From an optimization exercise on the open Yosys and OpenROAD flow, aimed at small area, a short achievable clock period and few clock cycles per item; shortcuts taken in it are not production practice.
The RTL was checked by simulation tests, not by an equivalence proof against the original design.
No activity file was given, so power comes from the tool's default toggle rates.

==> flow/design.v (outline; a module is shown in full before it is edited, if it fits) <==
// module mul: 1953 lines
// module csa_fa: 4 lines
// module csa_ha: 4 lines
// module ysyx_mulunit: 21 lines
module ysyx_mulunit (
    input          clk,
    input          rst_n,
    input          mul_valid,
    input  [63:0]  alu_src1,
    input  [63:0]  alu_src2,
    input  [3:0]   mul_expand_signed,
    output [129:0] mul_res,
    output         sh_fnsh_flag
);
  // ...
==> flow/flow/run.sh <==
#!/bin/bash
# Layout flow: the standard layout (standard.sh, which also runs the
# standard synthesis) with these settings changed:
#  - the port buffers start as buf_2 instead of the buffer the resizer picks;
#  - sizing may swap a cell for one of another footprint;
#  - clock tree synthesis inserts no dummy loads.
# make's output goes to make.log; each step's tool output is in orfs/logs/.
set -euo pipefail
bash standard.sh MATCH_CELL_FOOTPRINT=0 \
    "BUFFER_PORTS_ARGS=-buffer_cell sky130_fd_sc_hd__buf_2" \
    "CTS_ARGS=-sink_clustering_enable -repair_clock_nets -dont_use_dummy_load" \
    finish > make.log 2>&1
==> flow/standard.sh <==
#!/bin/bash
# synth_recipe.tcl (not shown) runs the flow's synth.tcl, then flattens the netlist and writes it again
# the make line also repeats each setting of config.mk as NAME=value (left out here)
make -C /OpenROAD-flow-scripts/flow DESIGN_CONFIG=/design/flow/config.mk WORK_HOME=/design/flow/orfs CLKGATE_MAP_FILE= SYNTH_SCRIPT=/design/flow/synth_recipe.tcl "${@:-finish}"
==> flow/config.mk <==
export PLATFORM = sky130hd
export DESIGN_NAME = ysyx_mulunit
export DESIGN_NICKNAME = ysyx_mulunit
export VERILOG_FILES = /design/flow/design.v
export SDC_FILE = /design/flow/constraint.sdc
export NUM_CORES = 8
export LEC_CHECK = 0
export CAP_MARGIN = 20
export CORE_MARGIN = 2
export CORE_UTILIZATION = 50
export SETUP_SLACK_MARGIN = 4.5
export SLEW_MARGIN = 20
export SYNTH_HIERARCHICAL = 1
export TNS_END_PERCENT = 10
==> flow/constraint.sdc <==
create_clock -name core_clock -period 8.0 [get_ports {clk}]
set_input_delay 1.6000 -clock core_clock [delete_from_list [all_inputs] [get_ports {clk}]]
set_output_delay 1.6000 -clock core_clock [all_outputs]
set_load 0.01 [all_outputs]
==> flow_metrics.tcl, run 1 <==
set metrics [dict create \
    crit_top_cell "mux2_2" \
    final_area_mm2 0.0315 \
    worstSetupEndpoint "u_mul.q[5]$_DFF_P_" \
    synth.top_cell.area_share_pct 21.9 \
    utilization_pct 55.9 \
    fin_ws_ps 4430 \
    place_hpwl_um 78100 \
    hp-class "reg2reg" \
    p_leak_nw 12.5 \
    slowest_stage "a222oi_1" \
    power.density_mw_per_mm2 334 \
    power_frac_seq_pct 21.5 \
    grt_pass1_vias 25000 \
    portBuffers 263 \
    dr.pass1.iters 6 \
    fmax_ghz 0.280 \
    status "timing/DRC/antenna clean" \
    seq_area_share_pct 20.3 \
    cp_max_fo 19 \
    largest_class "multi-input gates" \
    cts_root_buf "clkbuf_16" \
    gr-total-overflow 0 \
    drcViolationCount 0 \
    period_share_pct 44.6 \
    seq_cells 316 \
    placed_area_mm2 0.0299 \
    p_comb_mw 6.69 \
    coreArea_mm2 0.0564 \
]
Testbench counts, summed over its fixed seeds: cycles 34,590, muls 4,800.
==> run 2, diff against run 1 <==
--- a/flow/config.mk
+++ b/flow/config.mk
@@ -11,4 +11,4 @@
 export SETUP_SLACK_MARGIN = 4.5
 export SLEW_MARGIN = 20
 export SYNTH_HIERARCHICAL = 1
-export TNS_END_PERCENT = 10
+export TNS_END_PERCENT = 30
==> run 2 against run 1 <==
Effect of this change: hold slack worse by 0.58 ps; first-iteration DRC count up 1.7%; sequential power about the same; register-to-register slack better by 140 ps; via count about the same.
==> flow_metrics.tcl, run 2 <==
set metrics [dict create \
    ys_ff_latch 316 \
    synth_enable_flop_cells 0 \
    status "timing/DRC/antenna clean" \
    synthCells 3160 \
    drcViolationCount 0 \
    htree_levels 2 \
    die_h_um 243 \
    rsz0062_at_grt "true" \
    synth.most_common_cell "xnor2_1" \
    coreArea_mm2 0.0564 \
    fmax_ghz 0.291 \
    area_delta_synth_final_pct 10.8 \
    cts_tree "yes" \
    synth_area_leaders "dfxtp_1 (22%), fa_1 (18%), xnor2_1 (11%)" \
    gr-total-overflow 0 \
    synth.cells.most_frequent "xnor2_1 (352), dfxtp_1 (312), a22oi_1 (290)" \
    seq_area_frac_synth_pct 22.3 \
    cts_made_buffers 41 \
    place_inst 3937 \
    largest_registers "u_mul.P x128, u_mul.C x75, u_mul.M x64" \
    power.density_mw_per_mm2 334 \
    antenna_found_initial 7 \
    initial_utilization_pct 50.5 \
    p_leak_nw 12.6 \
    setup-violations-final 0 \
    die_x_um 243 \
    cp_max_fo 49 \
    drive_gt1_share_pct 14.4 \
    largest-register "u_mul.P" \
    start_kind "register" \
    fp-row-count 87 \
    wl_per_cell_um 26.2 \
    topRoutingLayerUsed "met5" \
    mostFrequentLayoutCells "xnor2_1 (352), dfxtp_1 (295), a22oi_1 (289)" \
    cp.required_ps 8420 \
    wl_met1_um 44300 \
    reg2reg_slack_ps 4570 \
    met3_length_um 8450 \
    grt_pass1_vias 25000 \
    cts.sinks 316 \
    async_flop_share_pct 1.27 \
    cp-end-kind "register" \
    cts_buffer_depth 3 \
    netlist_area_mm2 0.0285 \
    ir_worst_vdd_uv 224 \
    gp_congestion 1.02 \
    p_total_mw 10.5 \
    synth_area_leader_cell "dfxtp_1" \
    vias 25500 \
    wl_met2_um 47900 \
    period_share_pct 42.9 \
    boundaryPins 266 \
    placed_area_mm2 0.0299 \
    die-area_mm2 0.0589 \
    fin_crit_ps 3430 \
    hold_violations 0 \
    utilization_pct 55.9 \
    clk_latency_ps 580 \
    cts_root_buf "clkbuf_16" \
    ys_warn_count 7 \
    worst_ep_arrival_time_ps 3850 \
    largest_reg_flops 128 \
    mostFrequentLayoutCell "xnor2_1" \
    finalNonFillerCells 3996 \
    place_hpwl_um 78100 \
    worst-setup-path-type "reg2reg" \
    first_iter_violations 2445 \
    fill_cells 5174 \
    drt_wl_total_um 105000 \
    avgSynthCellArea_um2 9.01 \
    finalClockSkew_ps 59.7 \
    tns_ps 0 \
    synth.top_cell.area_share_pct 21.9 \
    cap_violations 0 \
    dr.pass1.iters 10 \
    r2r_cells 6 \
    grt_max_degree 204 \
    viasPerCell 6.38 \
    relSlewSlack_pct 27.8 \
    hp-class "reg2reg" \
    final_area_mm2 0.0315 \
    portBuffers 263 \
    grt_usage_pct 34.5 \
    grt_pass1_wl_um 157000 \
    drv_slew 0 \
    synthFlopType "dfxtp_1" \
    worst_pin_slew_ps 1080 \
    clkTransAtPathRegs_ps 60 \
    nNetsFinal 3743 \
    drt.antenna.violating_nets 0 \
    min_path_cells 1 \
    synth_cell_types 93 \
]
run 2: cell counts after synthesis:
No cell type changed its count.
run 2: per-module statistics from Yosys, one instance, submodules excluded, a selection:
module | flip-flops and latches | area, µm² | cells inside
csa_fa | 0 | 20.0 | 1
mul | 316 | 23200 | 2894
csa_ha | 0 | 12.5 | 1
run 2: layout make-up:
type	instances	area, µm²	share of cell area, %
diodes	2	5.00	0.0159
well taps	756	946	3.00
flip-flops and latches	316	6380	20.2
repair buffers	303	1750	5.54
clock buffers	41	1030	3.25
multi-input cells	2506	21200	67.1
inverters	72	270	0.857
run 2: metrics by stage:
step / worst slack, ps / hold slack [ps]
after floorplan: 4510 / 402
after global placement: 3960 / 418
after detailed placement: 3930 / 418
after CTS: 4380 / 415
after global routing: 4400 / 435
final: 4570 / 417
run 2: metal layers:
layer | global-route usage, % | vias up
li1 | - | 11300
met1 | 47.5 | 12700
met2 | 54.9 | 1263
met3 | 5.96 | 230
met4 | 11.9 | 8
met5 | 0 | -
run 2: report_power, final:
group	switching (mW)	total, mW	internal [mW]
registers	0.406	2.26	1.85
logic	3.94	6.69	2.75
clock network	0.682	1.58	0.895
total	5.03	10.5	5.49
run 2: timing repair:
item	CTS	global route
gates resized for setup	22	76
setup endpoints to repair	118	109
buffers inserted	7	9
pin swaps	6	13
hold buffers	0	0
run 2: final timing paths:
kind | start | to
worst max-delay path | u_mul.q[9]$_DFF_P_ | u_mul.P[30]$_DFF_P_
worst min-delay path | u_mul.cnt[1]$_DFF_P_ | u_mul.res$_DFF_PN0_
worst max register to register | u_mul.q[9]$_DFF_P_ | u_mul.P[30]$_DFF_P_
worst min register to register | u_mul.cnt[1]$_DFF_P_ | u_mul.res$_DFF_PN0_
max in group asynchronous | rst_n | u_mul.busy$_DFF_PN0_
min in group asynchronous | rst_n | u_mul.busy$_DFF_PN0_
run 2: logic make-up after synthesis:
group,share of synthesized area (%)
AND/OR/NAND/NOR,14.7
AO/OA/AOI/OAI,19.3
XOR/XNOR,12.6
adder cells (fa/ha/maj),23.1
buffers and inverters,4.82
flip-flops,22.3
multiplexers,3.19
other,0.0132
run 2: worst max-delay path, cell delays in order, from the launching register on:
cell	delay, ps
dfxtp_4	580
buf_6	560
xnor2_1	210
fa_1	460
fa_1	490
fa_1	520
a221o_1	380
==> run 3, diff against run 2 <==
--- a/flow/config.mk
+++ b/flow/config.mk
@@ -8,7 +8,7 @@
 export CAP_MARGIN = 20
 export CORE_MARGIN = 2
 export CORE_UTILIZATION = 50
+export GPL_ROUTABILITY_DRIVEN = 0
 export SETUP_SLACK_MARGIN = 4.5
 export SLEW_MARGIN = 20
 export SYNTH_HIERARCHICAL = 1
-export TNS_END_PERCENT = 30
==> run 3 against run 2 <==
Effect of this change: final area unchanged; worst setup slack lost 53 ps; clock skew is 13 ps lower; sequential share of layout area rose by 0.091 points; register-to-register slack worse by 50 ps; sequential power is 5% higher; total power is 0.28% higher; final cell count hardly changed.
==> flow_metrics.tcl, run 3 <==
set metrics [dict create \
    area_delta_synth_final_pct 10.8 \
    mostFrequentLayoutCell "xnor2_1" \
    grt_pass1_wl_um 154000 \
    coreArea_mm2 0.0564 \
    drcViolationCount 0 \
    cap_violations 0 \
    drt.antenna.violating_nets 0 \
    grt_max_degree 91 \
    clk_latency_ps 580 \
    tns_ps 0 \
    gr-total-overflow 0 \
    initial_utilization_pct 50.5 \
    finalClockSkew_ps 46.9 \
    dpl_worst_slack_ps 3750 \
    worst_ep_arrival_time_ps 3920 \
    worst_pin_slew_ps 947 \
    p_leak_nw 12.5 \
    fin_crit_ps 3480 \
    largest_registers "u_mul.P x128, u_mul.C x75, u_mul.M x64" \
    power.density_mw_per_mm2 335 \
    synth.most_common_cell "xnor2_1" \
    start_kind "register" \
    utilization_pct 55.9 \
    status "timing/DRC/antenna clean" \
    largest_reg_flops 128 \
    crit_start "u_mul.C[9]$_SDFF_PN0_" \
    cp-end-kind "register" \
    worst_hold_slack_ps 441 \
    fp-row-count 87 \
    synth_area_leader_cell "dfxtp_1" \
    cp_max_fo 4 \
    fin_ws_ps 4520 \
    ir_worst_vdd_uv 396 \
    p_total_mw 10.6 \
    setup-violations-final 0 \
    async_flop_share_pct 1.27 \
    grt_pass1_vias 25100 \
    reg2reg_slack_ps 4520 \
    hold_violations 0 \
    viasPerCell 6.45 \
    synth.top_cell.area_share_pct 21.9 \
    clkTransAtPathRegs_ps 60 \
    seq_area_frac_synth_pct 22.3 \
    slowest_delay_ps 580 \
    worstReg2RegStart "u_mul.C[9]$_SDFF_PN0_" \
    slowest_stage "a221oi_2" \
    vias 25800 \
    worst-setup-path-type "reg2reg" \
    rsz0062_at_grt "true" \
    ys_ff_latch 316 \
    place_hpwl_um 74600 \
    final_area_mm2 0.0315 \
    relSlewSlack_pct 36.9 \
    cts_root_buf "clkbuf_16" \
    first_iter_violations 2740 \
    cts_tree "yes" \
    drt_wl_total_um 103000 \
    largest-register "u_mul.P" \
    dr.pass1.iters 7 \
    avgSynthCellArea_um2 9.01 \
    hp-class "reg2reg" \
    hold_buffers 0 \
    r2r_cells 12 \
    portBuffers 263 \
    drive_gt1_share_pct 15.0 \
    synth_area_leaders "dfxtp_1 (22%), fa_1 (18%), xnor2_1 (11%)" \
    antenna_found_initial 1 \
    cts_made_buffers 41 \
    synth_enable_flop_cells 0 \
    place_inst 3935 \
    ys_warn_count 7 \
    synthCells 3160 \
    htree_levels 2 \
    synthFlopType "dfxtp_1" \
    fmax_ghz 0.287 \
    grt_usage_pct 33.7 \
    placed_area_mm2 0.0299 \
    die_x_um 243 \
    finalNonFillerCells 3998 \
    wl_per_cell_um 25.7 \
    synth.cells.most_frequent "xnor2_1 (352), dfxtp_1 (312), a22oi_1 (290)" \
    cp.required_ps 8440 \
    cts.sinks 316 \
    crit_chain "ha_1, a21oi_2, o21ai_0, a221oi_2, a21oi_4, o31ai_4, buf_4, a21boi_4, o211ai_1, a21oi_1, or3_1, a32o_1" \
    nNetsFinal 3747 \
    die-area_mm2 0.0589 \
    mostFrequentLayoutCells "xnor2_1 (352), a22oi_1 (289), dfxtp_1 (276)" \
    die_h_um 243 \
    r2r_end "u_mul.P[75]$_DFF_P_" \
    synth_cell_types 93 \
    worstSetupEndpoint "u_mul.P[75]$_DFF_P_" \
    period_share_pct 43.6 \
    boundaryPins 266 \
    cts_buffer_depth 3 \
    netlist_area_mm2 0.0285 \
    n_antenna_cell 0 \
    drv_slew 0 \
]
[run 3: cell count changes in the layout (fill, tap and decap cells not counted), sizes merged]
| cell | previous run | this run |
|---|---|---|
| diode | 2 | 0 |
| clkinvlp | 0 | 1 |
| clkinv | 4 | 3 |
| clkbuf | 42 | 43 |
| buf | 302 | 305 |
[run 3: worst min path at each step]
stage	startpoint	end	slack (ps)	cells past startpoint
5_1_grt	u_mul.cnt[1]$_DFF_P_	u_mul.res$_DFF_PN0_	480	1
4_1_cts	u_mul.cnt[1]$_DFF_P_	u_mul.res$_DFF_PN0_	440	1
6_report	u_mul.cnt[1]$_DFF_P_	u_mul.res$_DFF_PN0_	440	1
3_5_place_dp	u_mul.cnt[1]$_DFF_P_	u_mul.res$_DFF_PN0_	430	1
3_3_place_gp	u_mul.cnt[1]$_DFF_P_	u_mul.res$_DFF_PN0_	420	1
2_1_floorplan	u_mul.cnt[1]$_DFF_P_	u_mul.res$_DFF_PN0_	400	1
[run 3: power breakdown]
group | leakage [nW] | internal [mW] | switching, mW
Sequential | 2.61 | 1.86 | 0.511
Clock | 0.505 | 0.894 | 0.674
Combinational | 9.43 | 2.76 | 3.86
[run 3: repair_timing]
action,CTS,global route
gates resized for setup,30,92
gates cloned,0,0
pin swaps,5,15
hold endpoints to repair,0,0
endpoints found under the setup margin,134,117
setup buffers,6,16
[run 3: modules after synthesis, one instance, submodules excluded, a selection]
module	times used	cells	area [µm²]
csa_fa	254	1	20.0
csa_ha	12	1	12.5
mul	1	2894	23200
[run 3: cells by family (layout without fill, tap and decap cells)]
logic type / after synthesis / count (layout) / synth area share, %
other cells: 1 / 3 / 0.0132
xor+xnor: 407 / 407 / 12.6
mux: 88 / 88 / 3.19
simple gates: 832 / 832 / 14.7
compound gates: 808 / 808 / 19.3
flops: 316 / 316 / 22.3
buf+inv: 340 / 420 / 4.82
fa+ha+maj: 368 / 368 / 23.1
[run 3: critical path, delay by kind of cell, from the launching register on]
kind / cells / cell delay, ps
buf+inv: 1 / 180
flops: 1 / 330
compound gates: 9 / 2130
simple gates: 1 / 330
fa+ha+maj: 1 / 360
[run 3: cell type report]
class	count	area (µm²)
sequential	316	6410
inverter	72	274
timing repair buffer	307	1780
fill	5118	24800
tap	756	946
multi-input combinational	2506	21100
clock buffer	41	1030
[run 3: per-layer routing]
| layer | GRT usage, % | vias to the layer above | routed length (µm) |
|---|---|---|---|
| met5 | 0 | - | 13 |
| met3 | 6.65 | 298 | 9760 |
| met1 | 46.0 | 12700 | 42300 |
| met4 | 13.4 | 2 | 4710 |
| li1 | - | 11300 | - |
| met2 | 52.5 | 1542 | 45900 |
==> run 4, diff against run 3 <==
--- a/flow/config.mk
+++ b/flow/config.mk
@@ -8,7 +8,6 @@
 export CAP_MARGIN = 20
 export CORE_MARGIN = 2
 export CORE_UTILIZATION = 50
-export GPL_ROUTABILITY_DRIVEN = 0
-export SETUP_SLACK_MARGIN = 4.5
+export SETUP_SLACK_MARGIN = 4.6
 export SLEW_MARGIN = 20
 export SYNTH_HIERARCHICAL = 1
==> run 4 against run 3 <==
Effect of this change: clock skew shrank 2.3 ps; sequential cell count stayed put; clock power barely moved; non-clock buffer count is 3 higher; combinational power is 2% higher; first-iteration DRC count down 1.7%; critical path depth decreased by 2; maximum frequency rose by 1.9%; sequential power decreased by 2%; area after synthesis is the same; via count shrank 0.31%; critical path type is now in2reg; largest cell class unchanged.
==> flow_metrics.tcl, run 4 <==
set metrics [dict create \
    power_frac_seq_pct 21.9 \
    mostFrequentLayoutCells "xnor2_1 (352), a22oi_1 (289), dfxtp_1 (284)" \
    largest-register "u_mul.P" \
    grt_usage_pct 35.4 \
    htree_levels 2 \
    setup-violations-final 0 \
    cts_root_buf "clkbuf_16" \
    synth_area_leaders "dfxtp_1 (22%), fa_1 (18%), xnor2_1 (11%)" \
    p_total_mw 10.6 \
    boundaryPins 266 \
    n_antenna_cell 0 \
    start_kind "input port" \
    crit_chain "buf_2, nor4_1, nand2_1, nor3_2, and3_4, nand2_4, nand2_2, a21oi_2, a311o_1, nor3b_2" \
    swShare_pct 48.0 \
    cp_top_family "simple AND/OR/NAND/NOR gates" \
    coreArea_mm2 0.0564 \
    rsz0062_at_grt "true" \
    critPathBufInv 1 \
    cts_buffer_depth 3 \
    worst-setup-path-type "in2reg" \
    synth_cell_types 93 \
    gr-total-overflow 0 \
    fp-row-count 87 \
    viasPerCell 6.43 \
    drt.antenna.violating_nets 0 \
    place_hpwl_um 80000 \
    tns_ps 0 \
    dr.pass1.iters 6 \
    ys_ff_latch 316 \
    synth_enable_flop_cells 0 \
    initial_utilization_pct 50.5 \
    ys_warn_count 7 \
    async_flop_share_pct 1.27 \
    gp_congestion 0.989 \
    nNetsFinal 3749 \
    synth_area_leader_cell "dfxtp_1" \
    die_h_um 243 \
    finalClockSkew_ps 44.6 \
    cap_violations 0 \
    cts_made_buffers 40 \
    synth.cells.most_frequent "xnor2_1 (352), dfxtp_1 (312), a22oi_1 (290)" \
    seq_area_frac_synth_pct 22.3 \
    portBuffers 263 \
    synth.most_common_cell "xnor2_1" \
    synthFlopType "dfxtp_1" \
    slowest_delay_ps 490 \
    cts.sinks 316 \
    synthCells 3160 \
    power.density_mw_per_mm2 334 \
    drcViolationCount 0 \
    grt_pass1_wl_um 161000 \
    hp-class "reg2reg" \
    fmax_ghz 0.292 \
    period_share_pct 42.7 \
    drt_wl_total_um 107000 \
    die-area_mm2 0.0589 \
    status "timing/DRC/antenna clean" \
    antenna_found_initial 8 \
    combPwrFrac_pct 63.6 \
    worst_ep_arrival_time_ps 3830 \
    netlist_area_mm2 0.0285 \
    vias 25700 \
    synth.top_cell.area_share_pct 21.9 \
    power_frac_clock_pct 14.5 \
    worst_pin_slew_ps 978 \
    cp.required_ps 8410 \
    slowest_stage "nor4_1" \
    drv_slew 0 \
    hold_buffers 0 \
    grt_pass1_vias 25500 \
    first_iter_violations 2693 \
    hold_violations 0 \
    cp-end-kind "register" \
    drive_gt1_share_pct 15.7 \
    largest_reg_flops 128 \
    area_delta_synth_final_pct 11.8 \
    die_x_um 243 \
    largest_registers "u_mul.P x128, u_mul.C x75, u_mul.M x64" \
    p_sw_mw 5.10 \
    clkTransAtPathRegs_ps 60 \
    grt_max_degree 78 \
    p_leak_nw 12.6 \
    wl_per_cell_um 26.8 \
    clk_latency_ps 570 \
    mostFrequentLayoutCell "xnor2_1" \
    cp_max_fo 4 \
    fin_crit_ps 3420 \
    cts_tree "yes" \
    ir_worst_vdd_uv 214 \
    p_int_mw 5.53 \
    avgSynthCellArea_um2 9.01 \
    relSlewSlack_pct 34.7 \
]
## run 4: path summary, 6_finish.rpt
path,start,endpoint,slack [ps],cells past startpoint
max in group asynchronous,rst_n,u_mul.busy$_DFF_PN0_,6970,1
setup reg to reg,u_mul.q[9]$_DFF_P_,u_mul.P[30]$_DFF_P_,4600,6
hold reg to reg,u_mul.cnt[1]$_DFF_P_,u_mul.res$_DFF_PN0_,430,1
setup / recovery,alu_src1[61],u_mul.prep$_DFF_PN0_,4580,10
hold / removal,u_mul.cnt[1]$_DFF_P_,u_mul.res$_DFF_PN0_,430,1
min in group asynchronous,rst_n,u_mul.busy$_DFF_PN0_,880,1
## run 4: per-module statistics from Yosys, one instance, submodules excluded, a selection
module / flops+latches / copies in the design
csa_ha: 0 / 12
csa_fa: 0 / 254
mul: 316 / 1
## run 4: cell families after synthesis
kind of cell               count (synthesis)  share of synthesized area (%)
xor gates and xnor gates                 407                           12.6
DFF                                      316                           22.3
adders and majority gates                368                           23.1
and+or+nand+nor                          832                           14.7
buffers and inverters                    340                           4.82
other                                      1                         0.0132
muxes                                     88                           3.19
AOI/OAI and AO/OA                        808                           19.3
## run 4: cell type report
cell class	count	area (µm²)
clock buffers	40	1000
flip-flops and latches	316	6400
inverters	72	270
fillers	5207	24500
multi-input cells	2506	21300
well taps	756	946
repair buffers	310	1910
## run 4: worst register-to-register path, cell delays in order (launching register included)
cell	delay [ps]
dfxtp_4	620
buf_8	480
xnor2_1	300
fa_1	490
fa_1	580
fa_1	460
a221o_1	370
## run 4: power by group through the flow
stage	Clock, mW	Combinational [mW]	Sequential (mW)
finish	1.54	6.76	2.32
CTS	1.57	6.53	2.31
global placement	0	6.31	2.34
global route	1.63	7.40	2.36
floorplan	0	4.57	2.11
detailed placement	0	6.42	2.35
## run 4: metal layers
metal | share of wire, % | up-vias | track usage (%)
met1 | 42 | 12800 | 48.0
met3 | 9.0 | 270 | 6.59
li1 | - | 11300 | -
met4 | 4.5 | 10 | 13.9
met2 | 45 | 1398 | 55.8
met5 | 0.057 | - | 0
## run 4: timing repair
| action | CTS | global route |
|---|---|---|
| pin swaps | 7 | 25 |
| resized for setup | 57 | 115 |
| buffers inserted | 5 | 17 |
| setup endpoints to repair | 172 | 97 |
## run 4: metrics by stage
step	utilization (%)	hold slack, ps	cells	area (µm²)	setup slack [ps]
after floorplan	-	402	3162	28500	4580
after global placement	53.1	427	3938	29900	3900
after detailed placement	53.1	419	3938	29900	3860
after CTS	55.3	425	3983	31200	4520
after global routing	56.5	460	4000	31800	4550
final	56.5	430	4000	31800	4580

==> static timing again, ports no longer ideal <==
How much do the figures lean on ideal ports? The routed layouts below were timed once more, with nothing changed but the port constraints. Step 1, drivers: a clkbuf_16 drives clk and a buf_2 each remaining input, both assumed. Step 2 also shifts input and output timing later by t, the mid clock arrival at the registers, as if the neighbouring blocks saw the same clock. a / b / c = ideal / step 1 / step 2; a / b = the first two.
| run | t, ns | setup WS [ns] | worst data-port slew with drivers (ns) |
|---|---|---|---|
| run 1 | 0.609 | 4.430 / 4.430 / 4.005 | 0.08 |
| run 2 | 0.612 | 4.569 / 4.569 / 4.050 | 0.08 |
| run 3 | 0.627 | 4.516 / 4.516 / 3.995 | 0.04 |
| run 4 | 0.610 | 4.580 / 4.597 / 4.007 | 0.07 |
After both steps every run listed still meets setup and hold. For run 4, which loses most, drivers alone change the setup slack by +0.017 ns; drivers and shift together by -0.573 ns.
